What follows belongs to an exercise in optimizing a design on an open flow for small area, a short achievable clock period and few clock cycles; a production flow would make more cautious choices.
The RTL was checked by simulation tests, not by an equivalence proof against the original design.
No activity file was given, so power comes from the tool's default toggle rates.

==> design/flow/design.v <==
`timescale 1ns / 1ps
module ALU(
    input [31:0] A,
    input [31:0] B,
    input [31:0] ALT,
    input sub,           
    input [1:0] lop,     
    input sltu,          
    input sl,            
    input sra,           
    input [5:0] rsel,
    output [31:0] res,
    output [31:0] sum,
    output eq
    );
    wire [31:0] bx = sub ? ~B : B;
    assign sum = A + bx + {31'h0, sub};
    wire lt = (A[31] ^ B[31]) ? (sltu ? B[31] : A[31]) : sum[31];
    reg [31:0] lres;
    always @(*)
        case (lop)
            2'b00: lres = A & B;
            2'b01: lres = A | B;
            2'b10: lres = A ^ B;
            default: lres = ~(A | B);
        endcase
    function [31:0] rev(input [31:0] x);
        integer k;
        for (k = 0; k < 32; k = k + 1) rev[k] = x[31 - k];
    endfunction
    wire fill = sra & A[31];
    wire big = |B[31:5];
    wire [31:0] s0 = sl ? rev(A) : A;
    wire [31:0] s1 = B[0] ? {fill, s0[31:1]} : s0;
    wire [31:0] s2 = B[1] ? {{2{fill}}, s1[31:2]} : s1;
    wire [31:0] s3 = B[2] ? {{4{fill}}, s2[31:4]} : s2;
    wire [31:0] s4 = B[3] ? {{8{fill}}, s3[31:8]} : s3;
    wire [31:0] s5 = B[4] ? {{16{fill}}, s4[31:16]} : s4;
    wire [31:0] s6 = big ? {32{fill}} : s5;
    wire [31:0] shres = sl ? rev(s6) : s6;
    assign res = ({32{rsel[0]}} & sum)
               | ({32{rsel[1]}} & lres)
               | ({32{rsel[2]}} & {31'h0, lt})
               | ({32{rsel[3]}} & shres)
               | ({32{rsel[4]}} & B)
               | ({32{rsel[5]}} & ALT);
    assign eq = (A == B);
endmodule
`timescale 1ns / 1ps
module Regs(
    input clk,
    input rst,
    input we,
    input [4:0] wa,
    input [31:0] wd,
    input [4:0] ra,
    input [4:0] rb,
    output [31:0] qa,
    output [31:0] qb
    );
    reg [31:1] v;
    wire [31:0] sela, selb;
    wire [1023:0] all;
    assign all[31:0] = 32'h0;
    assign sela[0] = 1'b0;
    assign selb[0] = 1'b0;
    genvar i, b;
    generate
        for (i = 1; i < 32; i = i + 1) begin : r
            reg [31:0] d;
            always @(posedge clk)
                if (we && wa == i) d <= wd;
            assign all[32*i +: 32] = d;
            assign sela[i] = v[i] & (ra == i);
            assign selb[i] = v[i] & (rb == i);
        end
        for (b = 0; b < 32; b = b + 1) begin : bt
            wire [31:0] col;
            for (i = 0; i < 32; i = i + 1) begin : c
                assign col[i] = all[32*i + b];
            end
            RDSEL32 pa(.s(sela), .d(col), .q(qa[b]));
            RDSEL32 pb(.s(selb), .d(col), .q(qb[b]));
        end
    endgenerate
    always @(posedge clk or posedge rst)
        if (rst) v <= 31'h0;
        else if (we && wa != 5'd0) v[wa] <= 1'b1;
endmodule
module RDSEL32(input [31:0] s, input [31:0] d, output q);
    wire [10:0] n;
    genvar g;
    generate
        for (g = 0; g < 10; g = g + 1) begin : a
            AOI222 u(.a1(s[3*g+1]), .a2(d[3*g+1]), .b1(s[3*g+2]), .b2(d[3*g+2]),
                     .c1(s[3*g+3]), .c2(d[3*g+3]), .y(n[g]));
        end
    endgenerate
    NAND2 u10(.a(s[31]), .b(d[31]), .y(n[10]));
    NAND11OR m(.n(n), .q(q));
endmodule
module AOI222(input a1, a2, b1, b2, c1, c2, output y);
    assign y = ~((a1 & a2) | (b1 & b2) | (c1 & c2));
endmodule
module NAND2(input a, b, output y);
    assign y = ~(a & b);
endmodule
module NAND11OR(input [10:0] n, output q);
    assign q = ~(&n);
endmodule
`timescale 1ns / 1ps
module MultiCPU(
    input clk,
    input reset,
    input [31:0] Data_in,
    output mem_w,
    output [2:0] RAMCtrl,
    output [31:0] Data_out,
    output [31:0] Addr_out
    );
    reg [31:0] AR;       
    reg [31:0] FA;       
    reg        isdata;   
    reg        mw_r;
    reg [2:0]  rc_r;
    reg [31:0] IR, SK;
    reg [31:0] NPCD;     
    reg        IRV, SKV;
    reg        EV;
    reg [31:0] A, B, ALT;
    reg [31:0] DO;       
    reg        bypA, bypB, bypT;
    reg [4:0]  rdE;
    reg        weE, memE, stE, phE;
    reg [2:0]  modeE;
    reg        subE, sltuE, slE, sraE;
    reg [1:0]  lopE;
    reg [5:0]  rselE;
    reg        brE, predE, jrE, off1E;
    reg [1:0]  brkE;     
    reg [31:0] R;
    reg [4:0]  rdW;
    reg        weW;
    assign Addr_out = AR;
    assign mem_w    = mw_r;
    assign RAMCtrl  = rc_r;
    assign Data_out = DO;
    wire [31:0] ea = bypA ? R : A;
    wire [31:0] eb = bypB ? R : B;
    wire [31:0] res, sum;
    wire eq;
    ALU alu(.A(ea), .B(eb), .ALT(ALT), .sub(subE), .lop(lopE), .sltu(sltuE), .sl(slE),
            .sra(sraE), .rsel(rselE), .res(res), .sum(sum), .eq(eq));
    wire e_stall = EV & memE & ~phE;                  
    wire cond = brkE[1] ? ~ea[31] : (brkE[0] ? ~eq : eq);
    wire e_skip = EV & brE & ~predE & cond & off1E & IRV & ~pt(IR);
    wire e_redirect = EV & (jrE | (brE & (cond ^ predE) & ~e_skip));
    wire [31:0] e_target = jrE ? sum : ALT;
    wire e_wr = EV & weE & ~e_stall;                  
    wire [5:0] op = IR[31:26];
    wire [5:0] fn = IR[5:0];
    wire [4:0] rs = IR[25:21];
    wire [4:0] rt = IR[20:16];
    wire [4:0] rd = IR[15:11];
    wire [4:0] sa = IR[10:6];
    wire [15:0] imm = IR[15:0];
    wire [31:0] simm = {{16{imm[15]}}, imm};
    wire isR    = (op == 6'b000000);
    wire r_jr   = isR & (fn == 6'b001000);
    wire r_jalr = isR & (fn == 6'b001001);
    wire r_shi  = isR & (fn[5:2] == 4'b0000);         
    wire r_sh   = isR & (fn[5:3] == 3'b000);          
    wire r_log  = isR & (fn[5:2] == 4'b1001);
    wire r_slt  = isR & (fn[5:1] == 5'b10101);
    wire isImm  = (op[5:3] == 3'b001) & (op != 6'b001111);
    wire i_log  = isImm & op[2];
    wire i_slt  = isImm & (op[2:1] == 2'b01);
    wire isLui  = (op == 6'b001111);
    wire isLd   = (op[5:3] == 3'b100);
    wire isSt   = (op[5:3] == 3'b101);
    wire isMem  = op[5];
    wire isBeq  = (op == 6'b000100);
    wire isBne  = (op == 6'b000101);
    wire isBgez = (op == 6'b000001);
    wire isJ    = (op == 6'b000010);
    wire isJal  = (op == 6'b000011);
    wire isBr   = isBeq | isBne | isBgez;
    wire [4:0]  wa_d = r_jalr | isJal | isBgez ? 5'd31 : isR ? rd : rt;
    wire        we_d = (isR & ~r_jr) | isImm | isLui | isLd | isJal | isBgez;
    wire [31:0] qa, qb;
    Regs regs(.clk(clk), .rst(reset), .we(weW), .wa(rdW), .wd(R),
              .ra(rs), .rb(rt), .qa(qa), .qb(qb));
    wire [31:0] rsv = (weW && rdW == rs) ? R : qa;
    wire [31:0] rtv = (weW && rdW == rt) ? R : qb;
    wire [31:0] btarget = NPCD + {simm[30:0], 1'b0};
    wire d_pt = pt(IR);
    wire d_adv = IRV & ~e_stall;
    wire d_jr  = (r_jr | r_jalr) & (rt == 5'd0) & ~(e_wr & (rdE == rs));
    wire d_jrr = d_adv & d_jr & ~e_redirect;
    wire b_rt = (isR & ~r_shi) | isBeq | isBne;
    wire [31:0] b_d = (isJal | isBgez) ? NPCD :
                      isLui ? {imm, 16'h0} :
                      r_shi ? {27'h0, sa} :
                      b_rt ? rtv : simm;
    wire [31:0] alt_d = isSt ? rtv : (isBr & ~imm[15]) ? btarget : NPCD;
    wire [5:0] rsel_d;
    assign rsel_d[1] = r_log | i_log;
    assign rsel_d[2] = r_slt | i_slt;
    assign rsel_d[3] = r_sh;
    assign rsel_d[4] = isLui | isJal | isBgez;
    assign rsel_d[5] = r_jalr;
    assign rsel_d[0] = ~(rsel_d[1] | rsel_d[2] | rsel_d[3] | rsel_d[4] | rsel_d[5]);
    wire sub_d  = isR ? (fn[5] & fn[1]) : (op[5:1] == 5'b00101);
    wire [1:0] lop_d = isR ? fn[1:0] : op[1:0];
    wire sltu_d = isR ? fn[0] : op[0];
    wire [2:0] mode_d = op[2] ? {2'b10, op[0]} : op[1] ? {2'b00, ~op[0]} : {2'b11, op[0]};
    function pt(input [31:0] w);
        pt = ((w[31:26] == 6'b000100 || w[31:26] == 6'b000101 || w[31:26] == 6'b000001) && w[15])
           || w[31:27] == 5'b00001;
    endfunction
    wire [31:0] FA2 = FA + 32'd2;
    wire        fpt = pt(Data_in);
    wire [17:0] flo = {1'b0, FA[16:1], 1'b1} + {1'b0, Data_in[15:0], 1'b1};
    wire [14:0] fhi_p = FA[31:17] + 15'd1;
    wire [14:0] fhi_m = FA[31:17] - 15'd1;
    wire [14:0] fhi = flo[17] ? (Data_in[15] ? FA[31:17] : fhi_p) :
                                (Data_in[15] ? fhi_m : FA[31:17]);
    wire [31:0] ftarget = (Data_in[31:27] == 5'b00001) ? {FA2[31:27], Data_in[25:0], 1'b0} :
                          {fhi, flo[16:1], 1'b0};
    wire full     = ~d_adv & IRV & SKV;
    wire room     = ~full & ~(d_adv & SKV & pt(SK)) & ~(~d_adv & IRV & ~SKV & d_pt);
    wire fetch_ok = ~isdata & ~e_redirect & ~d_jrr & room;
    wire [31:0] NPCD2 = NPCD + 32'd2;
    wire [31:0] FA_next = e_redirect ? e_target :
                          d_jrr ? rsv :
                          ~fetch_ok ? FA :
                          fpt ? ftarget : FA2;
    wire [31:0] AR_next = e_stall ? sum : FA_next;
    always @(posedge clk or posedge reset) begin
        if (reset) begin
            AR <= 32'h0;
            FA <= 32'h0;
            isdata <= 1'b0;
            mw_r <= 1'b0;
            rc_r <= 3'b000;
            IRV <= 1'b0;
            SKV <= 1'b0;
            EV <= 1'b0;
            phE <= 1'b0;
            weW <= 1'b0;
        end else begin
            AR <= AR_next;
            FA <= FA_next;
            isdata <= e_stall;
            mw_r <= e_stall & stE;
            rc_r <= e_stall ? modeE : 3'b000;
            if (e_redirect | d_jrr) begin
                IRV <= 1'b0;
                SKV <= 1'b0;
            end else if (d_adv) begin
                if (SKV) begin
                    IRV <= 1'b1;
                    SKV <= fetch_ok;
                end else begin
                    IRV <= fetch_ok;
                end
            end else if (!IRV) begin
                IRV <= fetch_ok;
            end else if (!SKV) begin
                SKV <= fetch_ok;
            end
            EV <= e_stall | (d_adv & ~e_redirect & ~e_skip);
            phE <= e_stall;
            weW <= e_wr;
        end
    end
    always @(posedge clk) begin
        if (d_adv) begin
            if (SKV) begin
                IR <= SK;
                NPCD <= NPCD2;
                SK <= Data_in;
            end else begin
                IR <= Data_in;
                NPCD <= FA2;
            end
        end else if (!IRV) begin
            IR <= Data_in;
            NPCD <= FA2;
        end else if (!SKV) begin
            SK <= Data_in;
        end
    end
    always @(posedge clk) begin
        A <= rsv;
        B <= b_d;
        bypA <= e_wr & (rdE == rs);
        bypB <= e_wr & (rdE == rt) & b_rt;
        R <= memE ? Data_in : res;
        DO <= bypT ? R : ALT;
        rdW <= rdE;
        if (!e_stall) begin
            ALT <= alt_d;
            bypT <= e_wr & (rdE == rt);
            rdE <= wa_d;
            weE <= we_d & (wa_d != 5'd0);
            memE <= isMem;
            stE <= isSt;
            modeE <= mode_d;
            subE <= sub_d;
            sltuE <= sltu_d;
            slE <= ~fn[1];
            sraE <= fn[0];
            lopE <= lop_d;
            rselE <= rsel_d;
            brE <= isBr;
            brkE <= {isBgez, isBne};
            predE <= imm[15];
            jrE <= (r_jr | r_jalr) & ~d_jr;
            off1E <= (imm == 16'h0001);
        end
    end
endmodule
==> design/flow/flow/run.sh <==
#!/bin/bash
# Layout flow: the standard flow (standard.sh) with three changes to how the layout
# is made: timing repair aims at a larger setup slack than 0 (so it keeps shortening the
# critical paths), the port buffers are plain buffers instead of delay buffers, and clock
# tree synthesis adds no dummy loads. The clock, its period and the I/O constraints are
# the design's, unchanged.
set -euo pipefail
bash standard.sh synth > synth.log 2>&1
bash standard.sh SETUP_SLACK_MARGIN=8.8 "BUFFER_PORTS_ARGS=-buffer_cell sky130_fd_sc_hd__buf_4" \
  "CTS_ARGS=-sink_clustering_enable -repair_clock_nets -dont_use_dummy_load -buf_list sky130_fd_sc_hd__clkbuf_8 -root_buf sky130_fd_sc_hd__clkbuf_16" finish > layout.log 2>&1
==> design/flow/standard.sh <==
#!/bin/bash
# synth_recipe.tcl (not shown) runs the flow's synth.tcl, then flattens the netlist and writes it again
# the make line also repeats each setting of config.mk as NAME=value (left out here)
make -C /OpenROAD-flow-scripts/flow DESIGN_CONFIG=/design/flow/config.mk WORK_HOME=/design/flow/orfs CLKGATE_MAP_FILE= SYNTH_SCRIPT=/design/flow/synth_recipe.tcl "${@:-finish}"
==> design/flow/config.mk <==
export PLATFORM = sky130hd
export DESIGN_NAME = MultiCPU
export DESIGN_NICKNAME = MultiCPU
export VERILOG_FILES = /design/flow/design.v
export SDC_FILE = /design/flow/constraint.sdc
export NUM_CORES = 8
export LEC_CHECK = 0
export CAP_MARGIN = 30
export CORE_MARGIN = 2
export CORE_UTILIZATION = 40
export SLEW_MARGIN = 30
export SYNTH_HIERARCHICAL = 1
export SYNTH_MINIMUM_KEEP_SIZE = 0
==> design/flow/constraint.sdc <==
create_clock -name core_clock -period 13.0 [get_ports {clk}]
set_input_delay 2.6000 -clock core_clock [delete_from_list [all_inputs] [get_ports {clk}]]
set_output_delay 2.6000 -clock core_clock [all_outputs]
set_load 0.01 [all_outputs]
==> impl_metrics.yaml, run 1 <==
floorplan:
  fp.coreArea_um2: 172000
  die-area_um2: 176000
  die_h_um: 420
  io_pins: 102
  die_x_um: 420
  rows: 152
  start_util_pct: 40.3
synthesis:
  yosys_warnings: 9
  synth_area_per_cell_um2: 12.5
  synth_fp_nets: 5710
  syn_area_um2: 69200
  synth_cells: 5514
global_route:
  grtUsageTotal_pct: 36.6
  overflow: 0
  grt_max_degree: 92
  grt_pass1_wl_mm: 447
  antenna_found_initial: 45
  grt_pass1_vias: 55688
pwr:
  leakage_nw: 28.3
  p_sw_w: 0.00978
  combPwrFrac_pct: 51.0
  clkPwrFrac_pct: 14.8
  p_total_w: 0.0211
  p_per_area_nw_per_um2: 264
  intPower_w: 0.0113
  switching_share_pct: 46.3
  pwr-share-seq_pct: 34.3
  ir_drop_mv: 0.172
status:
  status: "no timing/DRC/antenna violations"
worst_setup_path:
  cp.arrival_ps: 5110
  crit_chain: "and2_1, and3_2, buf_4, a222oi_1, nand4_1, or3_4, mux2_2, a21oi_1, a22o_1, o21ai_1, mux2_2"
  critPathMostFrequentCell: "mux2_2"
  cp-end-kind: "flop"
  required_ps: 13650
  slowest_stage: "or3_4"
  worstPathMaxFanout: 32
  cp-start-kind: "flop"
  cpPeakStageDelay_ps: 650
  worst-setup-path-type: "reg -> reg"
detailed_routing:
  drt-vias-per-instance: 7.32
  drt_wl_total_mm: 334
  drc: 0
  drtAntennaViolNets: 0
  avgRoutedWirePerCell_um: 40.4
  vias: 60500
  dr.first_iter.drc_count: 15252
  drtPass1Iterations: 15
clock_tree:
  clk_pin_slew_ps: 50
  cts_sinks: 1388
  max-clock-path-buffers: 3
  h-tree-depth: 4
  clockRootBuffer: "clkbuf_16"
  clk_latency_ps: 870
  cts_tree: "built"
  cts_buffers: 219
cells_and_area:
  nNetsFinal: 6134
  syn_to_final_growth_pct: 15.5
  seq_area_um2: 39800
  n_fill_cell: 15423
  multi_input_area_um2: 29400
  drive_gt1_share_pct: 20.2
timing:
  max_freq_ghz: 0.224
  final_max_slew_viol_count: 0
  final.setup.worst_slack_ps: 8540
  finalSetupViolCount: 0
  tightestPinTransition_ps: 1070
  fin_crit_sh_pct: 34.3
  clock_skew_ps: 135
  relSlewSlack_pct: 28.8
  hold_viol: 0
  tns_ps: 0
  min_period_ps: 4460
  rsz0062_at_grt: "yes"
placed_design:
  place_ws_ps: 6860
  dpl.hpwl_mm: 206
  gp_congestion: 1.05
  portBuffers: 101
hold_path:
  hold_path_class: "reg -> reg"
run:
  drv_cap: 0
-- metrics by stage --
step	instances	instance area (µm²)	util [%]	hold WS [ps]
after floorplan	5514	69400	-	409
after global placement	7880	73600	42.8	434
after detailed placement	7881	73600	42.9	435
after CTS	8198	78800	45.9	447
after global routing	8247	79800	46.5	477
final	8270	79900	46.5	447
-- path summary, 6_finish.rpt --
path | end | cells past startpoint | from | slack (ps)
worst max-delay path | AR[22] | 11 | IR[23] | 8540
worst min register to register | rdW[4] | 0 | rdE[4] | 450
min in group asynchronous | FA[6] | 3 | reset | 2110
worst min-delay path | rdW[4] | 0 | rdE[4] | 450
worst max register to register | AR[22] | 11 | IR[23] | 8540
max in group asynchronous | weW | 3 | reset | 10300
-- worst max-delay path, delay by kind of cell, from the launching register on --
kind / cells / cell delay [ps]
simple gates: 4 / 1860
buf+inv: 1 / 330
mux: 2 / 640
flops: 1 / 510
compound gates: 4 / 900
-- sequential cells by signal (all words and copies together), names as in the netlist, 2 cells and up --
| register | count |
|---|---|
| IR | 32 |
| NPCD | 32 |
| regs.v | 31 |
| lopE | 2 |
| SK | 32 |
| regs.r.d | 992 |
| FA | 32 |
| rselE | 6 |
| R | 32 |
| AR | 32 |
| DO | 32 |
| B | 32 |
| ALT | 32 |
| rdW | 5 |
| rc_r | 3 |
| brkE | 2 |
| modeE | 3 |
| A | 32 |
| rdE | 5 |
-- timing repair --
item,4_1_cts,5_1_grt
resized for setup,217,128
gates cloned,15,3
pin swaps,44,54
endpoints found under the setup margin,98,109
setup buffers,83,45
hold buffers,0,0
-- power by group through the flow --
stage | clock network [W] | registers [W] | logic, W
5_1_grt | 0.00329 | 0.00725 | 0.0110
4_1_cts | 0.00313 | 0.00719 | 0.00983
3_5_place_dp | 0 | 0.00730 | 0.00899
2_1_floorplan | 0 | 0.00693 | 0.00516
6_report | 0.00312 | 0.00724 | 0.0108
3_3_place_gp | 0 | 0.00730 | 0.00896
-- layout make-up --
cell class | instances | share of cell area, %
multi-input cells | 3753 | 36.8
flip-flops and latches | 1388 | 49.9
inverters | 152 | 0.788
diodes | 24 | 0.0752
clock buffers | 219 | 3.79
well taps | 2310 | 3.62
repair buffers | 424 | 5.02
-- cells in the final DEF, fill, tap and decap left out, types with 45 or more instances in the layout --
cell      instances
nand3_1         156
ha_1            131
dfrtp_1         104
nand2_1         490
mux2_4           47
inv_1           134
mux2i_1         103
buf_4           350
a21oi_1         230
xor2_1           99
mux2_2          165
dfxtp_1         126
or3_1            83
nor3_1           65
xnor2_1          62
nand4_1         162
o21ai_0         191
and3_2           45
edfxtp_1       1149
and3_1           51
a21o_1           60
a222oi_1        669
clkbuf_8        218
nor2_1          225
-- layer usage --
metal / wire length, µm / track usage, % / up-vias
met1: 120000 / 47.6 / 29908
li1: - / - / 23787
met4: 23100 / 22.1 / 39
met3: 54600 / 14.1 / 1103
met5: 572 / 1.28 / -
met2: 136000 / 51.0 / 5663
Testbench counts, summed over its fixed seeds: cycles 44,251.
==> inputs of run 2 (changes only) <==
--- a/design/flow/design.v
+++ b/design/flow/design.v
@@ -128,7 +128,6 @@
     reg        IRV, SKV;
     reg        EV;
     reg [31:0] A, B, ALT;
-    reg [31:0] DO;       
     reg        bypA, bypB, bypT;
     reg [4:0]  rdE;
     reg        weE, memE, stE, phE;
@@ -144,7 +143,7 @@
     assign Addr_out = AR;
     assign mem_w    = mw_r;
     assign RAMCtrl  = rc_r;
-    assign Data_out = DO;
+    assign Data_out = ALT;
     wire [31:0] ea = bypA ? R : A;
     wire [31:0] eb = bypB ? R : B;
     wire [31:0] res, sum;
@@ -297,7 +296,6 @@
         bypA <= e_wr & (rdE == rs);
         bypB <= e_wr & (rdE == rt) & b_rt;
         R <= memE ? Data_in : res;
-        DO <= bypT ? R : ALT;
         rdW <= rdE;
         if (!e_stall) begin
             ALT <= alt_d;
@@ -318,6 +316,8 @@
             predE <= imm[15];
             jrE <= (r_jr | r_jalr) & ~d_jr;
             off1E <= (imm == 16'h0001);
+        end else if (bypT) begin
+            ALT <= R;            
         end
     end
 endmodule
==> impl_metrics.yaml, run 2 <==
status:
  status: "no timing/DRC/antenna violations"
hold_path:
  min-delay-start: "rdE[1]"
  worst_hold_path.endpoint: "rdW[1]"
  hold_depth: 0
  hold_path_class: "reg -> reg"
run:
  drv_cap: 0
worst_setup_path:
  worst-setup-path-type: "in -> reg"
  ff2ff_path_depth: 11
  r2r-start: "IR[21]"
  cp-end-kind: "flop"
  regToRegSetupSlack_ps: 8590
  worstPathMaxFanout: 3
  timing.rr.end: "AR[25]"
  cp.arrival_ps: 5100
  required_ps: 13630
  cp-start-kind: "primary input"
detailed_routing:
  drtAntennaViolNets: 0
  vias: 59690
  dr.first_iter.drc_count: 13975
  drtPass1Iterations: 14
  drt-vias-per-instance: 7.30
  avgRoutedWirePerCell_um: 39.6
  drc: 0
  drt_wl_total_mm: 324
timing:
  clock_skew_ps: 155
  finalSetupViolCount: 0
  min_period_ps: 4470
  rsz0062_at_grt: "yes"
  tightestPinTransition_ps: 1010
  max_freq_ghz: 0.224
  final_max_slew_viol_count: 0
  relSlewSlack_pct: 32.3
  fin_crit_sh_pct: 34.4
  tns_ps: 0
  hold_viol: 0
global_route:
  globalRouteMet1Util_pct: 48.7
  grt_pass1_wl_mm: 437
  grtUsageMet3_pct: 13.9
  grt_max_degree: 84
  busiest_layer: "met1"
  antenna_found_initial: 31
  met2_usage_pct: 48.3
  grt_pass1_vias: 54051
  overflow: 0
  grtUsageTotal_pct: 35.7
floorplan:
  die_x_um: 419
  rows: 152
  fp.coreArea_um2: 171000
  die_h_um: 419
  io_pins: 102
  die-area_um2: 175000
  start_util_pct: 40.2
cells_and_area:
  design_area_um2: 78900
  regMostFlops: "regs.r.d"
  final_cell_mix: "edfxtp_1, a222oi_1, nand2_1"
  multi_input_area_um2: 29600
  layout_commonest_cell: "edfxtp_1"
  nNetsFinal: 6127
  largest_reg_flops: 992
  drive_gt1_share_pct: 19.1
  stdcell_count: 8182
  n_fill_cell: 15492
  syn_to_final_growth_pct: 14.6
  seq_area_um2: 39200
placed_design:
  place_area_um2: 73100
  portBuffers: 101
  dpl.hpwl_mm: 210
  gp_congestion: 1.06
  dp.cells: 7824
clock_tree:
  clk_pin_slew_ps: 60
  clk_latency_ps: 870
  clockRootBuffer: "clkbuf_16"
  hold_buffers: 0
  cts_buffers: 219
  cts_sinks: 1356
  cts_tree: "built"
  max-clock-path-buffers: 3
  h-tree-depth: 4
pwr:
  ir_drop_mv: 0.158
  p_per_area_nw_per_um2: 266
  leakage_nw: 27.8
synthesis:
  synth_cells: 5535
  yosys_warnings: 9
  synth_fp_nets: 5731
  synth_area_per_cell_um2: 12.4
  syn_area_um2: 68800
-- run 2: metrics by stage --
step	util, %	hold slack, ps	power [W]	worst slack (ps)
6_report	46.1	444	0.0210	8530
2_1_floorplan	-	409	0.0121	8160
3_5_place_dp	42.7	441	0.0164	6850
3_3_place_gp	42.7	439	0.0164	6990
5_1_grt	46.1	463	0.0215	8450
4_1_cts	45.5	448	0.0200	8610
-- run 2: worst max path at each step --
stage	startpoint	end	slack, ps	cells past startpoint
floorplan	Data_in[0]	FA[26]	8160	12
global placement	Data_in[0]	FA[26]	6990	13
detailed placement	R[1]	FA[20]	6850	15
CTS	Data_in[0]	AR[23]	8610	16
global route	Data_in[0]	FA[26]	8450	15
finish	Data_in[0]	AR[26]	8530	15
-- run 2: layout make-up --
class	count	area share [%]
sequential	1356	49.7
tap	2233	3.54
timing repair inverter	1	0.00634
clock buffer	219	3.84
inverter	156	0.793
antenna	20	0.0634
multi-input combinational	3803	37.5
timing repair buffer	394	4.59
-- run 2: repair_timing --
action | 4_1_cts | 5_1_grt
cloned | 6 | 5
pin swaps | 46 | 36
gates resized for setup | 195 | 129
buffers inserted | 85 | 23
endpoints found under the setup margin | 151 | 127
-- run 2: power by group --
group / switching [W] / total (W) / internal (W)
logic: 0.00740 / 0.0110 / 0.00357
registers: 0.000929 / 0.00697 / 0.00604
clock network: 0.00158 / 0.00305 / 0.00148
total: 0.00991 / 0.0210 / 0.0111
-- run 2: critical path, stage by stage --
cell       delay [ps]
buf_12            120
inv_12             50
ha_4              120
inv_2              40
fa_2              340
a21o_1            200
nand4_1           140
a311oi_2          120
buf_4             180
o21ai_4           260
buf_12            160
nand2_8            60
o311a_4           380
a2111oi_4         230
o31ai_1           100
-- run 2: layer usage --
| metal | part of all wire, % | vias to the layer above |
|---|---|---|
| met5 | 0.069 | - |
| met4 | 6.6 | 22 |
| met3 | 17 | 939 |
| met2 | 40 | 5319 |
| met1 | 37 | 29549 |
| li1 | - | 23861 |
Testbench counts of run 2, summed over its fixed seeds: cycles 44,251.
==> inputs of run 3 (changes only) <==
--- a/design/flow/config.mk
+++ b/design/flow/config.mk
@@ -8,6 +8,7 @@
 export CAP_MARGIN = 30
 export CORE_MARGIN = 2
 export CORE_UTILIZATION = 40
+export GPL_TIMING_DRIVEN = 0
 export SLEW_MARGIN = 30
 export SYNTH_HIERARCHICAL = 1
 export SYNTH_MINIMUM_KEEP_SIZE = 0
==> impl_metrics.yaml, run 3 <==
synthesis:
  synth_fp_nets: 5731
  synth_area_per_cell_um2: 12.4
  syn_area_um2: 68800
  yosys_warnings: 9
  synth_cells: 5535
global_route:
  grtUsageTotal_pct: 37.7
  grt_pass1_vias: 55887
  overflow: 0
  grt_pass1_wl_mm: 458
  antenna_found_initial: 38
  globalRouteMet1Util_pct: 51.2
  busiest_layer: "met2"
  grtUsageMet3_pct: 12.8
  grt_max_degree: 42
  met2_usage_pct: 52.6
floorplan:
  start_util_pct: 40.2
  rows: 152
  die-area_um2: 175000
  io_pins: 102
  fp.coreArea_um2: 171000
  die_x_um: 419
  die_h_um: 419
clock_tree:
  max-clock-path-buffers: 3
  hold_buffers: 0
  cts_sinks: 1356
  clk_latency_ps: 830
  clk_pin_slew_ps: 60
  cts_tree: "built"
  h-tree-depth: 4
  cts_buffers: 212
  clockRootBuffer: "clkbuf_16"
pwr:
  clkPwrFrac_pct: 13.2
  intPower_w: 0.0119
  leakage_nw: 29.2
  ir_drop_mv: 0.166
  switching_share_pct: 47.6
  p_sw_w: 0.0108
  p_per_area_nw_per_um2: 274
  pwr-share-seq_pct: 31.6
  combPwrFrac_pct: 55.1
timing:
  clock_skew_ps: 137
  tns_ps: 0
  relSlewSlack_pct: 26.2
  hold-worst-slack_ps: 459
  min_period_ps: 4640
  finalSetupViolCount: 0
  hold_viol: 0
  max_freq_ghz: 0.215
  rsz0062_at_grt: "yes"
  tightestPinTransition_ps: 1110
  final_max_slew_viol_count: 0
  fin_crit_sh_pct: 35.7
detailed_routing:
  dr.first_iter.drc_count: 13617
  drc: 0
  vias: 61298
  avgRoutedWirePerCell_um: 40.8
  drtAntennaViolNets: 0
  drt_wl_total_mm: 343
  drt-vias-per-instance: 7.29
  drtPass1Iterations: 13
status:
  status: "no timing/DRC/antenna violations"
hold_path:
  hold_depth: 0
  hold_path_class: "reg -> reg"
worst_setup_path:
  cp.arrival_ps: 5320
  cp-start-kind: "primary input"
  worstPathMaxFanout: 5
  required_ps: 13680
  cp-end-kind: "flop"
  worst-setup-path-type: "in -> reg"
  ff2ff_path_depth: 17
cells_and_area:
  final_cell_mix: "edfxtp_1, a222oi_1, nand2_1"
  drive_gt1_share_pct: 22.3
  nNetsFinal: 6365
  largest_reg_flops: 992
  syn_to_final_growth_pct: 20.2
  n_fill_cell: 15224
  layout_commonest_cell: "edfxtp_1"
  multi_input_area_um2: 30700
  regMostFlops: "regs.r.d"
  seq_area_um2: 39200
run:
  drv_cap: 0
placed_design:
  dpl.hpwl_mm: 239
  portBuffers: 101
  gp_congestion: 1.09
-- run 3: power groups by stage --
stage	Clock, W	Sequential [W]	Combinational (W)
after CTS	0.00300	0.00711	0.0113
after floorplan	0	0.00680	0.00528
final	0.00300	0.00717	0.0125
after global routing	0.00316	0.00716	0.0128
after detailed placement	0	0.00733	0.00974
after global placement	0	0.00779	0.00899
-- run 3: area by class of cell --
type / instances / area share, %
inverter: 156 / 0.763
tap: 2233 / 3.38
multi-input combinational: 3803 / 37.1
buffer: 221 / 1.85
clock buffer: 212 / 3.54
antenna: 10 / 0.0303
timing repair buffer: 419 / 5.90
sequential: 1356 / 47.4
-- run 3: timing repair --
action | in CTS | in global routing
setup endpoints to repair | 130 | 134
buffers inserted | 142 | 41
gates resized for setup | 412 | 176
pin swaps | 90 | 85
gates cloned | 3 | 0
-- run 3: worst max-delay path, stage by stage --
cell,delay [ps]
buf_12,120
inv_12,50
ha_4,120
inv_2,40
fa_2,330
a21o_1,210
nand4_1,90
buf_6,130
a311oi_4,120
o21ai_4,350
nand2_4,130
buf_6,150
a211oi_4,400
o22ai_4,170
mux2_4,290
-- run 3: worst paths after layout --
path                            startpoint  endpoint  slack (ps)
worst min-delay path                rdE[3]    rdW[3]         460
max in group asynchronous            reset    AR[31]       10260
worst max register to register        bypB     R[31]        8470
worst min register to register      rdE[3]    rdW[3]         460
worst max-delay path            Data_in[0]    AR[23]        8360
min in group asynchronous            reset    FA[31]        1970
-- run 3: layer usage --
layer	share of wire [%]	vias to the layer above
met5	0.067	-
met2	41	5358
met1	37	30638
li1	-	24361
met4	6.7	20
met3	15	921
-- run 3: metrics by stage --
stage	util [%]	cell area (µm²)	power (W)	cells	setup WS [ps]
2_1_floorplan	-	69000	0.0121	5535	8160
3_3_place_gp	42.4	72600	0.0168	7869	5460
3_5_place_dp	44.0	75300	0.0171	8002	6490
4_1_cts	47.6	81500	0.0214	8359	8510
5_1_grt	48.3	82700	0.0231	8401	8390
6_report	48.3	82700	0.0227	8410	8360
==> inputs of run 4 (changes only) <==
--- a/design/flow/config.mk
+++ b/design/flow/config.mk
@@ -7,8 +7,7 @@
 export LEC_CHECK = 0
 export CAP_MARGIN = 30
 export CORE_MARGIN = 2
-export CORE_UTILIZATION = 40
-export GPL_TIMING_DRIVEN = 0
+export CORE_UTILIZATION = 30
 export SLEW_MARGIN = 30
 export SYNTH_HIERARCHICAL = 1
 export SYNTH_MINIMUM_KEEP_SIZE = 0
==> impl_metrics.yaml, run 4 <==
status:
  status: "no timing/DRC/antenna violations"
global_route:
  grt_pass1_vias: 55093
  grt_pass1_wl_mm: 447
  antenna_found_initial: 19
  grtUsageTotal_pct: 27.4
  grt_max_degree: 66
  overflow: 0
worst_setup_path:
  slowest_stage: "or3_4"
  required_ps: 13640
  cp-start-kind: "flop"
  cp-end-kind: "flop"
  worstPathMaxFanout: 22
  cp.arrival_ps: 5150
  cpPeakStageDelay_ps: 630
  crit_chain: "nor2b_1, and3_4, buf_4, a222oi_1, nand4_1, or3_4, mux2_2, a221oi_1, a21o_1, nand4_1, mux2_4"
  critPathMostFrequentCell: "nand4_1"
  worst-setup-path-type: "reg -> reg"
timing:
  tns_ps: 0
  hold_viol: 0
  rsz0062_at_grt: "yes"
  hold-worst-slack_ps: 440
  tightestPinTransition_ps: 1100
  fin_crit_sh_pct: 34.7
  final_max_slew_viol_count: 0
  min_period_ps: 4510
  clock_skew_ps: 149
  max_freq_ghz: 0.222
  relSlewSlack_pct: 26.4
  finalSetupViolCount: 0
detailed_routing:
  drtAntennaViolNets: 0
  met3_length_mm: 48.8
  avgRoutedWirePerCell_um: 37.3
  drtPass1Iterations: 14
  vias: 60010
  drc: 0
  drt-vias-per-instance: 6.68
  dr.first_iter.drc_count: 14354
  drt_wl_total_mm: 335
  dr.max_layer_used: "met5"
  wl_met1_mm: 117
  met2_wirelength_mm: 141
floorplan:
  die_h_um: 483
  die_x_um: 483
  die-area_um2: 233000
  rows: 175
  start_util_pct: 30.2
  fp.coreArea_um2: 228000
  io_pins: 102
clock_tree:
  clockRootBuffer: "clkbuf_16"
  max-clock-path-buffers: 3
  hold_buffers: 0
  cts_buffers: 204
  cts_tree: "built"
  cts_sinks: 1356
  clk_pin_slew_ps: 60
  clk_latency_ps: 840
  h-tree-depth: 4
placed_design:
  gp_congestion: 1.01
  dpl.hpwl_mm: 211
  portBuffers: 101
cells_and_area:
  regMostFlops: "regs.r.d"
  syn_to_final_growth_pct: 16.5
  largest_reg_flops: 992
  final_cell_mix: "edfxtp_1, a222oi_1, nand2_1"
  nNetsFinal: 6156
  layout_commonest_cell: "edfxtp_1"
  drive_gt1_share_pct: 20.0
pwr:
  leakage_nw: 27.9
  p_per_area_nw_per_um2: 263
  ir_drop_mv: 0.168
synthesis:
  synth_area_per_cell_um2: 12.4
  synth_cells: 5535
  syn_area_um2: 68800
  synth_fp_nets: 5731
  yosys_warnings: 9
hold_path:
  hold_path_class: "reg -> reg"
run:
  drv_cap: 0
## run 4: cell type report
type                       instances  area [µm²]
sequential                      1356       39200
antenna                           10        25.0
multi-input combinational       3806       29800
fill                           22260      148000
tap                             3009        3760
timing repair buffer             436        3920
inverter                         156         621
clock buffer                     204        2820
## run 4: worst paths after layout
| path | endpoint | slack (ps) | startpoint | cells after the start |
|---|---|---|---|---|
| worst max-delay path | AR[25] | 8490 | IR[25] | 11 |
| max in group asynchronous | AR[30] | 9680 | reset | 3 |
| min in group asynchronous | regs.v[18] | 1990 | reset | 3 |
| worst max register to register | AR[25] | 8490 | IR[25] | 11 |
| worst min register to register | rdW[2] | 440 | rdE[2] | 0 |
| worst min-delay path | rdW[2] | 440 | rdE[2] | 0 |
## run 4: per-stage QoR
| step | cell area (µm²) | total power [W] | utilization (%) | setup WS (ps) | std cells |
|---|---|---|---|---|---|
| after detailed placement | 74100 | 0.0164 | 32.5 | 6690 | 8608 |
| after global placement | 74100 | 0.0164 | 32.5 | 6720 | 8606 |
| after CTS | 78700 | 0.0200 | 34.6 | 8550 | 8907 |
| after floorplan | 69000 | 0.0121 | - | 8160 | 5535 |
| after global routing | 80100 | 0.0216 | 35.2 | 8460 | 8970 |
| final | 80200 | 0.0211 | 35.2 | 8490 | 8977 |
## run 4: what timing repair did
item / in CTS / in global routing
resized for setup: 182 / 165
buffers inserted: 86 / 52
pin swaps: 46 / 57
cloned: 9 / 8
setup endpoints to repair: 130 / 119
## run 4: worst max-delay path: cells and delay by family (launching register included)
kind,cells,cell delay (ps)
compound gates,3,860
buf+inv,1,310
flops,1,540
mux,2,670
simple gates,5,1990
## run 4: per-layer routing
metal	up-vias	global-route usage, %
met4	14	18.1
met2	5347	40.4
met3	1083	8.88
met1	29661	34.1
met5	-	0.408
li1	23905	-
## run 4: report_power, final
group	leakage, nW	internal, W	switching [W]
combinational	13.8	0.00373	0.00742
sequential	12.6	0.00605	0.000979
clock	1.47	0.00138	0.00157
total	27.9	0.0112	0.00996
==> inputs of run 5 (changes only) <==
--- a/design/flow/flow/run.sh
+++ b/design/flow/flow/run.sh
@@ -6,5 +6,5 @@
 # the design's, unchanged.
 set -euo pipefail
 bash standard.sh synth > synth.log 2>&1
-bash standard.sh SETUP_SLACK_MARGIN=8.8 "BUFFER_PORTS_ARGS=-buffer_cell sky130_fd_sc_hd__buf_4" \
+bash standard.sh SETUP_SLACK_MARGIN=8.6 "BUFFER_PORTS_ARGS=-buffer_cell sky130_fd_sc_hd__buf_4" \
   "CTS_ARGS=-sink_clustering_enable -repair_clock_nets -dont_use_dummy_load -buf_list sky130_fd_sc_hd__clkbuf_8 -root_buf sky130_fd_sc_hd__clkbuf_16" finish > layout.log 2>&1
--- a/design/flow/config.mk
+++ b/design/flow/config.mk
@@ -7,7 +7,7 @@
 export LEC_CHECK = 0
 export CAP_MARGIN = 30
 export CORE_MARGIN = 2
-export CORE_UTILIZATION = 30
+export CORE_UTILIZATION = 40
 export SLEW_MARGIN = 30
 export SYNTH_HIERARCHICAL = 1
 export SYNTH_MINIMUM_KEEP_SIZE = 0
==> impl_metrics.yaml, run 5 <==
status:
  status: "no timing/DRC/antenna violations"
timing:
  max_freq_ghz: 0.222
  min_period_ps: 4500
  hold_viol: 0
  tns_ps: 0
  relSlewSlack_pct: 24.6
  fin_crit_sh_pct: 34.6
  final_max_slew_viol_count: 0
  rsz0062_at_grt: "yes"
  clock_skew_ps: 173
  tightestPinTransition_ps: 1120
  finalSetupViolCount: 0
global_route:
  grt_pass1_vias: 53482
  grt_max_degree: 70
  overflow: 0
  grt_pass1_wl_mm: 431
  grtUsageTotal_pct: 35.2
  antenna_found_initial: 26
worst_setup_path:
  cp.arrival_ps: 5160
  ff2ff_path_depth: 8
  cp-end-kind: "flop"
  cpPeakStageDelay_ps: 350
  cp_num_buf_inv: 5
  required_ps: 13660
  cp_top_family: "compound AO/OA/AOI/OAI gates"
  slowest_stage: "fa_2"
  critPathMostFrequentCell: "buf_4"
  worst-setup-path-type: "in -> reg"
  worstPathMaxFanout: 3
  crit_chain: "buf_12, inv_12, ha_4, inv_2, fa_2, a21o_1, nand4_1, buf_4, buf_4, a311oi_2, a211oi_2, mux2i_2, a21oi_4, o21bai_1, mux2_2"
  cp-start-kind: "primary input"
  path_depth: 15
clock_tree:
  max-clock-path-buffers: 3
  cts_tree: "built"
  clockRootBuffer: "clkbuf_16"
  clk_latency_ps: 870
  cts_buffers: 218
  h-tree-depth: 4
  clk_pin_slew_ps: 60
  cts_sinks: 1356
pwr:
  combPwrFrac_pct: 50.1
  p_total_w: 0.0204
  p_per_area_nw_per_um2: 263
  ir_drop_mv: 0.167
  pwr-share-seq_pct: 34.9
  intPower_w: 0.0107
  switching_share_pct: 47.3
  leakage_nw: 27.1
  clkPwrFrac_pct: 14.9
  p_sw_w: 0.00964
cells_and_area:
  regMostFlops: "regs.r.d"
  syn_to_final_growth_pct: 12.4
  multi_input_area_um2: 29000
  layout_commonest_cell: "edfxtp_1"
  seq_area_um2: 39200
  final_cell_mix: "edfxtp_1, a222oi_1, nand2_1"
  largest_reg_flops: 992
  n_fill_cell: 15675
  drive_gt1_share_pct: 16.8
  nNetsFinal: 6050
detailed_routing:
  drt-vias-per-instance: 7.28
  vias: 58886
  met3_length_mm: 49.8
  drt_wl_total_mm: 320
  met2_wirelength_mm: 132
  dr.first_iter.drc_count: 13646
  dr.max_layer_used: "met5"
  wl_met1_mm: 119
  avgRoutedWirePerCell_um: 39.6
  drtAntennaViolNets: 0
  drc: 0
  drtPass1Iterations: 13
floorplan:
  rows: 152
  die_h_um: 419
  fp.coreArea_um2: 171000
  start_util_pct: 40.2
  io_pins: 102
  die-area_um2: 175000
  die_x_um: 419
run:
  drv_cap: 0
synthesis:
  syn_area_um2: 68800
  synth_area_per_cell_um2: 12.4
  synth_fp_nets: 5731
  yosys_warnings: 9
  synth_cells: 5535
placed_design:
  dpl.hpwl_mm: 207
  gp_congestion: 1.03
  portBuffers: 101
hold_path:
  hold_path_class: "reg -> reg"
  hold_depth: 1
run 5: final timing paths:
kind	endpoint	start	slack (ps)
hold reg to reg	rc_r[0]	modeE[0]	450
min in group asynchronous	rc_r[0]	reset	1780
setup reg to reg	ALT[23]	IR[16]	8520
setup / recovery	AR[15]	Data_in[0]	8500
max in group asynchronous	FA[15]	reset	10270
hold / removal	rc_r[0]	modeE[0]	450
run 5: what timing repair did:
item | 4_1_cts | 5_1_grt
pin swaps | 6 | 34
endpoints found under the setup margin | 94 | 66
cloned | 1 | 3
buffers inserted | 14 | 32
endpoints found under the hold margin | 0 | 0
hold buffers | 0 | 0
gates resized for setup | 63 | 125
run 5: power by group through the flow:
stage | Clock, W | Combinational, W | Sequential [W]
2_1_floorplan | 0 | 0.00527 | 0.00680
3_3_place_gp | 0 | 0.00918 | 0.00716
3_5_place_dp | 0 | 0.00922 | 0.00716
4_1_cts | 0.00305 | 0.00944 | 0.00705
5_1_grt | 0.00323 | 0.0105 | 0.00710
6_report | 0.00304 | 0.0102 | 0.00711
run 5: routing by layer:
| layer | up-vias | GRT usage [%] |
|---|---|---|
| met5 | - | 0.556 |
| met4 | 32 | 17.4 |
| met3 | 846 | 12.4 |
| met2 | 5091 | 49.7 |
| met1 | 29228 | 47.7 |
| li1 | 23689 | - |
run 5: area by class of cell:
cell class / count / share of cell area (%)
tap: 2233 / 3.61
antenna: 8 / 0.0259
timing repair buffer: 319 / 3.50
sequential: 1356 / 50.7
multi-input combinational: 3803 / 37.5
inverter: 156 / 0.799
clock buffer: 218 / 3.90
run 5: stage by stage:
stage               cells  hold slack [ps]  instance area [µm²]  util [%]  worst slack, ps
floorplan            5535              409                68900         -             8150
global placement     7817              431                73000      42.6             7170
detailed placement   7817              433                73000      42.6             7200
CTS                  8050              452                76400      44.6             8520
global route         8085              473                77300      45.2             8500
finish               8093              447                77300      45.2             8500
==> inputs of run 6 (changes only) <==
--- a/design/flow/flow/run.sh
+++ b/design/flow/flow/run.sh
@@ -6,5 +6,5 @@
 # the design's, unchanged.
 set -euo pipefail
 bash standard.sh synth > synth.log 2>&1
-bash standard.sh SETUP_SLACK_MARGIN=8.6 "BUFFER_PORTS_ARGS=-buffer_cell sky130_fd_sc_hd__buf_4" \
+bash standard.sh SETUP_SLACK_MARGIN=8.8 "BUFFER_PORTS_ARGS=-buffer_cell sky130_fd_sc_hd__buf_2" \
   "CTS_ARGS=-sink_clustering_enable -repair_clock_nets -dont_use_dummy_load -buf_list sky130_fd_sc_hd__clkbuf_8 -root_buf sky130_fd_sc_hd__clkbuf_16" finish > layout.log 2>&1
==> impl_metrics.yaml, run 6 <==
pwr:
  p_total_w: 0.0211
  p_per_area_nw_per_um2: 267
  ir_drop_mv: 0.161
  leakage_nw: 28.0
global_route:
  antenna_found_initial: 43
  grt_pass1_wl_mm: 445
  grt_max_degree: 85
  overflow: 0
  grt_pass1_vias: 54578
  grtUsageTotal_pct: 36.5
placed_design:
  place_area_um2: 72900
  portBuffers: 101
  gp_congestion: 1.07
  dpl.hpwl_mm: 212
  place_ws_ps: 6920
synthesis:
  syn_area_um2: 68800
  synth_fp_nets: 5731
  synth_cells: 5535
  synth_area_per_cell_um2: 12.4
  yosys_warnings: 9
timing:
  relSlewSlack_pct: 22.9
  final_max_slew_viol_count: 0
  tightestPinTransition_ps: 1160
  hold_viol: 0
  max_freq_ghz: 0.225
  final.setup.worst_slack_ps: 8550
  clock_skew_ps: 173
  fin_crit_sh_pct: 34.2
  min_period_ps: 4450
  finalSetupViolCount: 0
  tns_ps: 0
  rsz0062_at_grt: "yes"
worst_setup_path:
  cpPeakStageDelay_ps: 440
  cp.arrival_ps: 5080
  worst-setup-path-type: "in -> reg"
  slowest_stage: "a311oi_4"
  cp-start-kind: "primary input"
  cp_top_family: "compound AO/OA/AOI/OAI gates"
  worstPathMaxFanout: 7
  required_ps: 13630
  cp_num_buf_inv: 3
  cp-end-kind: "flop"
  crit_chain: "buf_2, ha_1, a21o_1, nand2_2, a311oi_4, o21ai_4, buf_6, buf_16, a31oi_1, nor2_1, a2111oi_4, o22ai_1"
floorplan:
  io_pins: 102
  die_x_um: 419
  start_util_pct: 40.2
  die-area_um2: 175000
  fp.coreArea_um2: 171000
  rows: 152
  die_h_um: 419
status:
  status: "no timing/DRC/antenna violations"
clock_tree:
  h-tree-depth: 4
  max-clock-path-buffers: 3
  cts_tree: "built"
  clk_latency_ps: 880
  cts_sinks: 1356
  hold_buffers: 0
  cts_buffers: 219
  clk_pin_slew_ps: 60
  clockRootBuffer: "clkbuf_16"
cells_and_area:
  nNetsFinal: 6169
  design_area_um2: 79000
  regMostFlops: "regs.r.d"
  syn_to_final_growth_pct: 14.8
  drive_gt1_share_pct: 19.6
  layout_commonest_cell: "edfxtp_1"
  largest_reg_flops: 992
  final_cell_mix: "edfxtp_1, a222oi_1, nand2_1"
  final_util_pct: 46.1
detailed_routing:
  drc: 0
  dr.max_layer_used: "met5"
  avgRoutedWirePerCell_um: 40.5
  drt-vias-per-instance: 7.35
  dr.first_iter.drc_count: 14832
  met2_wirelength_mm: 134
  drtPass1Iterations: 13
  drt_wl_total_mm: 333
  met3_length_mm: 55.4
  drtAntennaViolNets: 0
  vias: 60395
  wl_met1_mm: 120
run:
  drv_cap: 0
hold_path:
  hold_path_class: "reg -> reg"
## run 6: final timing paths
kind	from	endpoint	slack (ps)	cells after the start
min reg2reg	modeE[2]	rc_r[2]	450	1
max in group asynchronous	reset	AR[1]	10110	3
min in group asynchronous	reset	weW	1830	2
max reg2reg	R[25]	AR[24]	8580	17
max	Data_in[4]	FA[26]	8550	12
min	modeE[2]	rc_r[2]	450	1
## run 6: metrics by stage
| stage | cells | hold WS (ps) |
|---|---|---|
| after floorplan | 5535 | 409 |
| after global placement | 7830 | 436 |
| after detailed placement | 7830 | 432 |
| after CTS | 8155 | 458 |
| after global routing | 8204 | 487 |
| final | 8221 | 453 |
## run 6: what timing repair did
item | in CTS | in global routing
setup buffers | 100 | 45
cloned | 6 | 4
setup endpoints to repair | 126 | 120
pin swaps | 50 | 71
gates resized for setup | 178 | 137
endpoints found under the hold margin | 0 | 0
## run 6: area by class of cell
class	count	area [µm²]
repair inverters	1	8.76
fillers	15571	92200
diodes	17	42.5
repair buffers	435	3660
flip-flops and latches	1356	39200
inverters	156	634
well taps	2233	2790
clock buffers	219	3030
multi-input cells	3804	29600
## run 6: metal layers
layer | vias to the layer above | global-route usage (%)
met4 | 32 | 20.6
li1 | 23962 | -
met3 | 1085 | 15.0
met2 | 5412 | 50.5
met5 | - | 0.139
met1 | 29904 | 47.9
## run 6: power breakdown
part | internal (W) | switching [W]
sequential | 0.00604 | 0.000930
combinational | 0.00355 | 0.00750
clock | 0.00148 | 0.00156
total | 0.0111 | 0.00999
## run 6: worst reg2reg max path: stages (launching register included)
cell      delay, ps
dfxtp_1         330
buf_6           350
mux2_2          510
inv_1            90
ha_1            330
nor4_2          440
nand4_1         180
nor2_2          180
xnor2_1         100
mux2i_2         220
o211ai_1        220
buf_4           200
o21bai_4        160
buf_12          230
nor2_1          180
a32o_1          310
a31oi_1         190
o21ai_1         100
==> inputs of run 7 (changes only) <==
--- a/design/flow/flow/run.sh
+++ b/design/flow/flow/run.sh
@@ -6,5 +6,5 @@
 # the design's, unchanged.
 set -euo pipefail
 bash standard.sh synth > synth.log 2>&1
-bash standard.sh SETUP_SLACK_MARGIN=8.8 "BUFFER_PORTS_ARGS=-buffer_cell sky130_fd_sc_hd__buf_2" \
-  "CTS_ARGS=-sink_clustering_enable -repair_clock_nets -dont_use_dummy_load -buf_list sky130_fd_sc_hd__clkbuf_8 -root_buf sky130_fd_sc_hd__clkbuf_16" finish > layout.log 2>&1
+bash standard.sh SETUP_SLACK_MARGIN=8.8 "BUFFER_PORTS_ARGS=-buffer_cell sky130_fd_sc_hd__buf_4" \
+  "CTS_ARGS=-sink_clustering_enable -repair_clock_nets -dont_use_dummy_load -sink_clustering_size 16 -sink_clustering_max_diameter 80 -buf_list sky130_fd_sc_hd__clkbuf_8 -root_buf sky130_fd_sc_hd__clkbuf_16" finish > layout.log 2>&1
==> impl_metrics.yaml, run 7 <==
clock_tree:
  max-clock-path-buffers: 3
  clockRootBuffer: "clkbuf_16"
  clk_pin_slew_ps: 110
  cts_buffers: 102
  clk_latency_ps: 730
  h-tree-depth: 3
  hold_buffers: 0
  cts_tree: "built"
  cts_sinks: 1356
global_route:
  antenna_found_initial: 30
  grt_pass1_wl_mm: 432
  grt_pass1_vias: 52716
  overflow: 0
  grt_max_degree: 84
  grtUsageTotal_pct: 35.2
detailed_routing:
  drc: 0
  dr.first_iter.drc_count: 13735
  vias: 58947
  avgRoutedWirePerCell_um: 39.9
  drt_wl_total_mm: 321
  drtAntennaViolNets: 0
  drt-vias-per-instance: 7.32
  drtPass1Iterations: 13
worst_setup_path:
  cp-end-kind: "flop"
  cp-start-kind: "primary input"
  ff2ff_path_depth: 11
  critPathMostFrequentCell: "buf_12"
  cp.arrival_ps: 5080
  worstPathMaxFanout: 6
  timing.rr.end: "AR[25]"
  worst-setup-path-type: "in -> reg"
  crit_chain: "buf_12, inv_12, ha_4, inv_2, fa_2, a21o_1, nand4_1, a311oi_2, buf_4, o21ai_4, buf_12, nand2_4, buf_12, a211oi_2, o22ai_1, mux2_4"
  slowest_stage: "fa_2"
  regToRegSetupSlack_ps: 8560
  cp_num_buf_inv: 6
  required_ps: 13610
  r2r-start: "IR[21]"
  cpPeakStageDelay_ps: 340
  cp_top_family: "compound AO/OA/AOI/OAI gates"
pwr:
  clkPwrFrac_pct: 10.8
  switching_share_pct: 48.3
  ir_drop_mv: 0.169
  intPower_w: 0.0103
  leakage_nw: 26.9
  p_per_area_nw_per_um2: 258
  p_sw_w: 0.00963
  combPwrFrac_pct: 53.9
  pwr-share-seq_pct: 35.2
timing:
  min_period_ps: 4470
  tns_ps: 0
  hold_viol: 0
  hold-worst-slack_ps: 458
  clock_skew_ps: 84.6
  finalSetupViolCount: 0
  final_max_slew_viol_count: 0
  fin_crit_sh_pct: 34.4
  tightestPinTransition_ps: 1050
  rsz0062_at_grt: "yes"
  relSlewSlack_pct: 29.5
  max_freq_ghz: 0.224
synthesis:
  syn_area_um2: 68800
  synth_area_per_cell_um2: 12.4
  yosys_warnings: 9
  synth_cells: 5535
  synth_fp_nets: 5731
cells_and_area:
  regMostFlops: "regs.r.d"
  syn_to_final_growth_pct: 12.0
  final_cell_mix: "edfxtp_1, a222oi_1, nand2_1"
  largest_reg_flops: 992
  seq_area_um2: 39200
  n_fill_cell: 15581
  design_area_um2: 77100
  nNetsFinal: 5994
  layout_commonest_cell: "edfxtp_1"
  stdcell_count: 8051
  multi_input_area_um2: 29400
  drive_gt1_share_pct: 17.0
floorplan:
  die_h_um: 419
  rows: 152
  start_util_pct: 40.2
  fp.coreArea_um2: 171000
  die_x_um: 419
  die-area_um2: 175000
  io_pins: 102
run:
  drv_cap: 0
hold_path:
  min-delay-start: "modeE[2]"
  hold_path_class: "reg -> reg"
  worst_hold_path.endpoint: "rc_r[2]"
  hold_depth: 1
placed_design:
  dpl.hpwl_mm: 210
  place_area_um2: 73100
  dp.cells: 7824
  portBuffers: 101
  gp_congestion: 1.06
status:
  status: "no timing/DRC/antenna violations"
-- run 7: routing by layer --
metal	wire length, µm	up-vias	share of wire [%]	global-route usage [%]
met5	145	-	0.045	0
met4	19400	20	6.0	17.1
met3	52700	780	16	13.0
met2	129000	4978	40	48.6
met1	120000	29536	37	48.5
li1	-	23633	-	-
-- run 7: layout make-up --
| type | instances | area share [%] |
|---|---|---|
| multi-input cells | 3803 | 38.2 |
| inverters | 156 | 0.807 |
| repair inverters | 1 | 0.00649 |
| diodes | 22 | 0.0714 |
| clock buffers | 102 | 1.95 |
| repair buffers | 378 | 4.52 |
| well taps | 2233 | 3.62 |
| flip-flops and latches | 1356 | 50.8 |
-- run 7: worst max path at each step --
| stage | slack (ps) | cells after the start | to | startpoint |
|---|---|---|---|---|
| final | 8530 | 16 | AR[23] | Data_in[0] |
| after global placement | 6990 | 13 | FA[26] | Data_in[0] |
| after detailed placement | 6850 | 15 | FA[20] | R[1] |
| after floorplan | 8160 | 12 | FA[26] | Data_in[0] |
| after CTS | 8530 | 15 | AR[26] | Data_in[0] |
| after global routing | 8460 | 16 | AR[23] | Data_in[0] |
-- run 7: what timing repair did --
action / CTS / global route
pin swaps: 50 / 41
setup buffers: 61 / 33
endpoints found under the setup margin: 140 / 124
gates cloned: 5 / 4
gates resized for setup: 152 / 145
-- run 7: power by group through the flow --
stage / Clock [W] / Sequential [W] / Combinational [W]
floorplan: 0 / 0.00680 / 0.00528
global placement: 0 / 0.00717 / 0.00920
detailed placement: 0 / 0.00718 / 0.00924
CTS: 0.00216 / 0.00696 / 0.00986
global route: 0.00230 / 0.00702 / 0.0111
finish: 0.00216 / 0.00702 / 0.0107
-- run 7: metrics by stage --
stage / total power [W] / setup WS (ps) / utilization (%)
2_1_floorplan: 0.0121 / 8160 / -
3_3_place_gp: 0.0164 / 6990 / 42.7
6_report: 0.0199 / 8530 / 45.0
4_1_cts: 0.0190 / 8530 / 44.4
3_5_place_dp: 0.0164 / 6850 / 42.7
5_1_grt: 0.0204 / 8460 / 45.0
-- run 7: worst register-to-register path, delay by kind of cell, from the launching register on --
family / cells / cell delay, ps
buffers and inverters: 1 / 310
and+or+nand+nor: 5 / 1780
muxes: 2 / 690
DFF: 1 / 550
AOI/OAI and AO/OA: 3 / 1000
==> inputs of run 8 (changes only) <==
--- a/design/flow/flow/run.sh
+++ b/design/flow/flow/run.sh
@@ -7,4 +7,4 @@
 set -euo pipefail
 bash standard.sh synth > synth.log 2>&1
 bash standard.sh SETUP_SLACK_MARGIN=8.8 "BUFFER_PORTS_ARGS=-buffer_cell sky130_fd_sc_hd__buf_4" \
-  "CTS_ARGS=-sink_clustering_enable -repair_clock_nets -dont_use_dummy_load -sink_clustering_size 16 -sink_clustering_max_diameter 80 -buf_list sky130_fd_sc_hd__clkbuf_8 -root_buf sky130_fd_sc_hd__clkbuf_16" finish > layout.log 2>&1
+  "CTS_ARGS=-sink_clustering_enable -repair_clock_nets -dont_use_dummy_load -sink_clustering_size 14 -sink_clustering_max_diameter 60 -buf_list sky130_fd_sc_hd__clkbuf_8 -root_buf sky130_fd_sc_hd__clkbuf_16" finish > layout.log 2>&1
==> impl_metrics.yaml, run 8 <==
worst_setup_path:
  worst-setup-path-type: "in -> reg"
  cp-end-kind: "flop"
  cp.arrival_ps: 5110
  cp-start-kind: "primary input"
  required_ps: 13650
  worstPathMaxFanout: 5
detailed_routing:
  met2_wirelength_mm: 129
  dr.first_iter.drc_count: 13762
  dr.max_layer_used: "met5"
  drt-vias-per-instance: 7.32
  avgRoutedWirePerCell_um: 39.9
  wl_met1_mm: 120
  drc: 0
  drtAntennaViolNets: 0
  met3_length_mm: 53.5
  vias: 59248
  drt_wl_total_mm: 323
  drtPass1Iterations: 14
hold_path:
  hold_path_class: "reg -> reg"
global_route:
  grtUsageTotal_pct: 35.4
  grt_pass1_wl_mm: 434
  grt_max_degree: 84
  antenna_found_initial: 30
  overflow: 0
  grt_pass1_vias: 53031
synthesis:
  yosys_warnings: 9
  synth_area_per_cell_um2: 12.4
  synth_cells: 5535
  synth_fp_nets: 5731
  syn_area_um2: 68800
cells_and_area:
  syn_to_final_growth_pct: 13.0
  largest_reg_flops: 992
  final_cell_mix: "edfxtp_1, a222oi_1, nand2_1"
  final_util_pct: 45.4
  layout_commonest_cell: "edfxtp_1"
  n_fill_cell: 15525
  drive_gt1_share_pct: 17.9
  stdcell_count: 8098
  regMostFlops: "regs.r.d"
  nNetsFinal: 6048
clock_tree:
  clockRootBuffer: "clkbuf_16"
  hold_buffers: 0
  clk_pin_slew_ps: 90
  cts_tree: "built"
  clk_latency_ps: 800
  max-clock-path-buffers: 3
  h-tree-depth: 4
  cts_sinks: 1356
  cts_buffers: 130
placed_design:
  gp_congestion: 1.06
  place_ws_ps: 6850
  dpl.hpwl_mm: 210
  portBuffers: 101
  dp.cells: 7824
timing:
  max_freq_ghz: 0.224
  fin_crit_sh_pct: 34.3
  relSlewSlack_pct: 24.9
  tightestPinTransition_ps: 1120
  hold_viol: 0
  rsz0062_at_grt: "yes"
  tns_ps: 0
  final.setup.worst_slack_ps: 8540
  finalSetupViolCount: 0
  clock_skew_ps: 142
  final_max_slew_viol_count: 0
  min_period_ps: 4460
pwr:
  p_total_w: 0.0203
  p_per_area_nw_per_um2: 261
  leakage_nw: 27.2
  ir_drop_mv: 0.155
floorplan:
  die_h_um: 419
  start_util_pct: 40.2
  die-area_um2: 175000
  die_x_um: 419
  fp.coreArea_um2: 171000
  rows: 152
  io_pins: 102
status:
  status: "no timing/DRC/antenna violations"
run:
  drv_cap: 0
-- run 8: per-stage QoR --
step           hold slack, ps  area [µm²]
2_1_floorplan             409       69000
3_3_place_gp              439       73100
3_5_place_dp              441       73100
4_1_cts                   449       76500
5_1_grt                   469       77700
6_report                  453       77700
-- run 8: worst paths after layout --
path,startpoint,end,slack [ps],depth (start not counted)
max in group asynchronous,reset,FA[30],10200,3
min reg2reg,modeE[1],rc_r[1],450,1
min in group asynchronous,reset,rc_r[1],1850,2
max reg2reg,IR[21],AR[7],8590,12
min,modeE[1],rc_r[1],450,1
max,Data_in[0],AR[23],8540,16
-- run 8: cell type report --
type,instances,area (µm²),area share [%]
sequential,1356,39200,50.4
multi-input combinational,3803,29600,38.1
timing repair buffer,404,3700,4.77
tap,2233,2790,3.59
clock buffer,130,1800,2.32
inverter,156,622,0.800
antenna,15,37.5,0.0483
timing repair inverter,1,5.00,0.00644
-- run 8: metal layers --
metal / vias to the layer above / global-route usage, %
met1: 29521 / 48.9
met4: 16 / 18.0
met5: - / 0.972
met2: 5201 / 48.2
met3: 799 / 13.3
li1: 23711 / -
-- run 8: power by group --
group	total, W	internal [W]	switching (W)
Clock	0.00234	0.000899	0.00144
Sequential	0.00696	0.00603	0.000930
Combinational	0.0110	0.00359	0.00738
-- run 8: worst max-delay path: stages --
cell and delay (ps):
buf_12 120, inv_12 50, ha_4 120, inv_2 40, fa_2 340, a21o_1 200, nand4_1 140, a311oi_2 110
buf_4 170, o21ai_4 260, buf_12 160, nand2_8 60, buf_12 160, a211oi_2 180, o22ai_1 110, mux2_4 280
-- run 8: what timing repair did --
action / 4_1_cts / 5_1_grt
cloned: 4 / 7
resized for setup: 165 / 157
setup buffers: 78 / 40
endpoints found under the setup margin: 148 / 123
pin swaps: 46 / 40
==> inputs of run 9 (changes only) <==
--- a/design/flow/config.mk
+++ b/design/flow/config.mk
@@ -5,9 +5,9 @@
 export SDC_FILE = /design/flow/constraint.sdc
 export NUM_CORES = 8
 export LEC_CHECK = 0
-export CAP_MARGIN = 30
+export CAP_MARGIN = 20
 export CORE_MARGIN = 2
 export CORE_UTILIZATION = 40
-export SLEW_MARGIN = 30
+export SLEW_MARGIN = 20
 export SYNTH_HIERARCHICAL = 1
 export SYNTH_MINIMUM_KEEP_SIZE = 0
==> impl_metrics.yaml, run 9 <==
detailed_routing:
  drtPass1Iterations: 13
  dr.max_layer_used: "met5"
  drtAntennaViolNets: 0
  wl_met1_mm: 121
  drt_wl_total_mm: 324
  met3_length_mm: 52.8
  drc: 0
  drt-vias-per-instance: 7.33
  dr.first_iter.drc_count: 14363
  vias: 59312
  avgRoutedWirePerCell_um: 40.0
  met2_wirelength_mm: 128
pwr:
  p_per_area_nw_per_um2: 261
  leakage_nw: 27.3
  clkPwrFrac_pct: 11.3
  pwr-share-seq_pct: 34.5
  ir_drop_mv: 0.150
  combPwrFrac_pct: 54.2
  p_sw_w: 0.00980
  switching_share_pct: 48.1
  intPower_w: 0.0106
floorplan:
  die_x_um: 419
  rows: 152
  fp.coreArea_um2: 171000
  die-area_um2: 175000
  start_util_pct: 40.2
  die_h_um: 419
  io_pins: 102
hold_path:
  min-delay-start: "stE"
  hold_path_class: "reg -> reg"
timing:
  final_max_slew_viol_count: 0
  min_period_ps: 4570
  finalSetupViolCount: 0
  tightestPinTransition_ps: 1150
  relSlewSlack_pct: 23.3
  rsz0062_at_grt: "yes"
  fin_crit_sh_pct: 35.1
  final.setup.worst_slack_ps: 8430
  tns_ps: 0
  max_freq_ghz: 0.219
  clock_skew_ps: 103
  hold_viol: 0
placed_design:
  gp_congestion: 1.06
  portBuffers: 101
  place_ws_ps: 6880
  dpl.hpwl_mm: 210
global_route:
  grtUsageTotal_pct: 35.3
  grt_pass1_wl_mm: 434
  antenna_found_initial: 44
  grt_pass1_vias: 53177
  overflow: 0
  grt_max_degree: 84
clock_tree:
  clk_latency_ps: 750
  cts_sinks: 1356
  cts_tree: "built"
  h-tree-depth: 3
  clockRootBuffer: "clkbuf_16"
  max-clock-path-buffers: 3
  hold_buffers: 0
  clk_pin_slew_ps: 90
  cts_buffers: 121
worst_setup_path:
  worstPathMaxFanout: 4
  cp-end-kind: "flop"
  cp-start-kind: "primary input"
  required_ps: 13580
  setup.worst_path.start: "Data_in[0]"
  worst-setup-path-type: "in -> reg"
  r2r-start: "IR[25]"
  cp.arrival_ps: 5150
run:
  drv_cap: 0
cells_and_area:
  regMostFlops: "regs.r.d"
  drive_gt1_share_pct: 18.3
  final_util_pct: 45.6
  nNetsFinal: 6040
  layout_commonest_cell: "edfxtp_1"
  largest_reg_flops: 992
  syn_to_final_growth_pct: 13.4
  final_cell_mix: "edfxtp_1, a222oi_1, nand2_1"
synthesis:
  yosys_warnings: 9
  synth_cells: 5535
  syn_area_um2: 68800
  synth_fp_nets: 5731
  synth_area_per_cell_um2: 12.4
status:
  status: "no timing/DRC/antenna violations"
-- run 9: changes by cell type in the layout (fill, tap and decap cells not counted), sizes merged --
cell,delta
clkbuf,-6
diode,+5
buf,-3
or2,+1
-- run 9: path summary, 6_finish.rpt --
check                          to  slack, ps  depth (start not counted)
setup / recovery           AR[23]       8430                         16
hold / removal               mw_r        450                          1
setup reg to reg           AR[25]       8530                         11
hold reg to reg              mw_r        450                          1
max in group asynchronous  FA[12]       9780                          3
min in group asynchronous    mw_r       1890                          2
-- run 9: repair_timing --
| action | in CTS | in global routing |
|---|---|---|
| setup buffers | 56 | 59 |
| pin swaps | 44 | 67 |
| gates resized for setup | 160 | 218 |
| cloned | 4 | 11 |
| endpoints found under the setup margin | 139 | 129 |
-- run 9: per-stage QoR --
stage / total power [W] / cell area [µm²] / instances / hold slack, ps
floorplan: 0.0121 / 69000 / 5535 / 409
global placement: 0.0164 / 73100 / 7824 / 439
detailed placement: 0.0164 / 73100 / 7824 / 441
CTS: 0.0191 / 76200 / 8005 / 454
global route: 0.0208 / 78000 / 8076 / 479
finish: 0.0204 / 78000 / 8095 / 453
-- run 9: power by group through the flow --
stage	Combinational, W	Clock (W)	Sequential, W
6_report	0.0111	0.00231	0.00702
5_1_grt	0.0113	0.00245	0.00703
4_1_cts	0.00986	0.00231	0.00697
3_5_place_dp	0.00923	0	0.00717
3_3_place_gp	0.00920	0	0.00717
2_1_floorplan	0.00528	0	0.00680
-- run 9: area by class of cell --
cell class              count  area [µm²]
diodes                     20        50.0
clock buffers             121        1770
fillers                 15568       93100
inverters                 156         622
multi-input cells        3804       29800
flip-flops and latches   1356       39200
well taps                2233        2790
repair buffers            404        3790
repair inverters            1        5.00
-- run 9: worst max-delay path, cell delays in order --
cell,delay (ps)
buf_12,120
inv_12,50
ha_4,130
inv_2,40
fa_2,340
a21o_1,200
nand4_1,160
a311oi_2,130
buf_4,180
o21ai_4,210
buf_6,160
nand2_8,60
buf_6,140
a211oi_2,210
o22ai_2,120
mux2_4,280
-- run 9: metal layers --
layer	up-vias	global-route usage [%]
met5	-	0.500
met4	40	18.7
met3	875	13.4
met2	5111	48.0
met1	29592	48.3
li1	23694	-

[afterwards: timing with drivers on the ports]
How much do the figures lean on ideal ports? The routed layouts below were timed once more, with nothing changed but the port constraints.
Step 1 assumes that a clkbuf_16 drives the clock port and a buf_2 every other input.
Step 2 times the ports against the registers' clock, not the clock port: input delays grow and output delays shrink by t, the midpoint of the rising clock arrivals with the driver on.
Three values: ideal, step 1, step 2; two values: the first two.
run | t, ns | setup slack, ns
run 1 | 0.885 | 8.541 / 8.541 / 7.717
run 2 | 0.875 | 8.532 / 8.568 / 7.693
run 3 | 0.848 | 8.357 / 8.393 / 7.546
run 4 | 0.859 | 8.494 / 8.494 / 7.703
run 5 | 0.867 | 8.499 / 8.499 / 7.666
run 6 | 0.881 | 8.549 / 8.581 / 7.718
run 7 | 0.769 | 8.527 / 8.557 / 7.787
run 8 | 0.819 | 8.541 / 8.578 / 7.760
run 9 | 0.777 | 8.431 / 8.462 / 7.685
After both steps setup and hold are still met in every run listed.
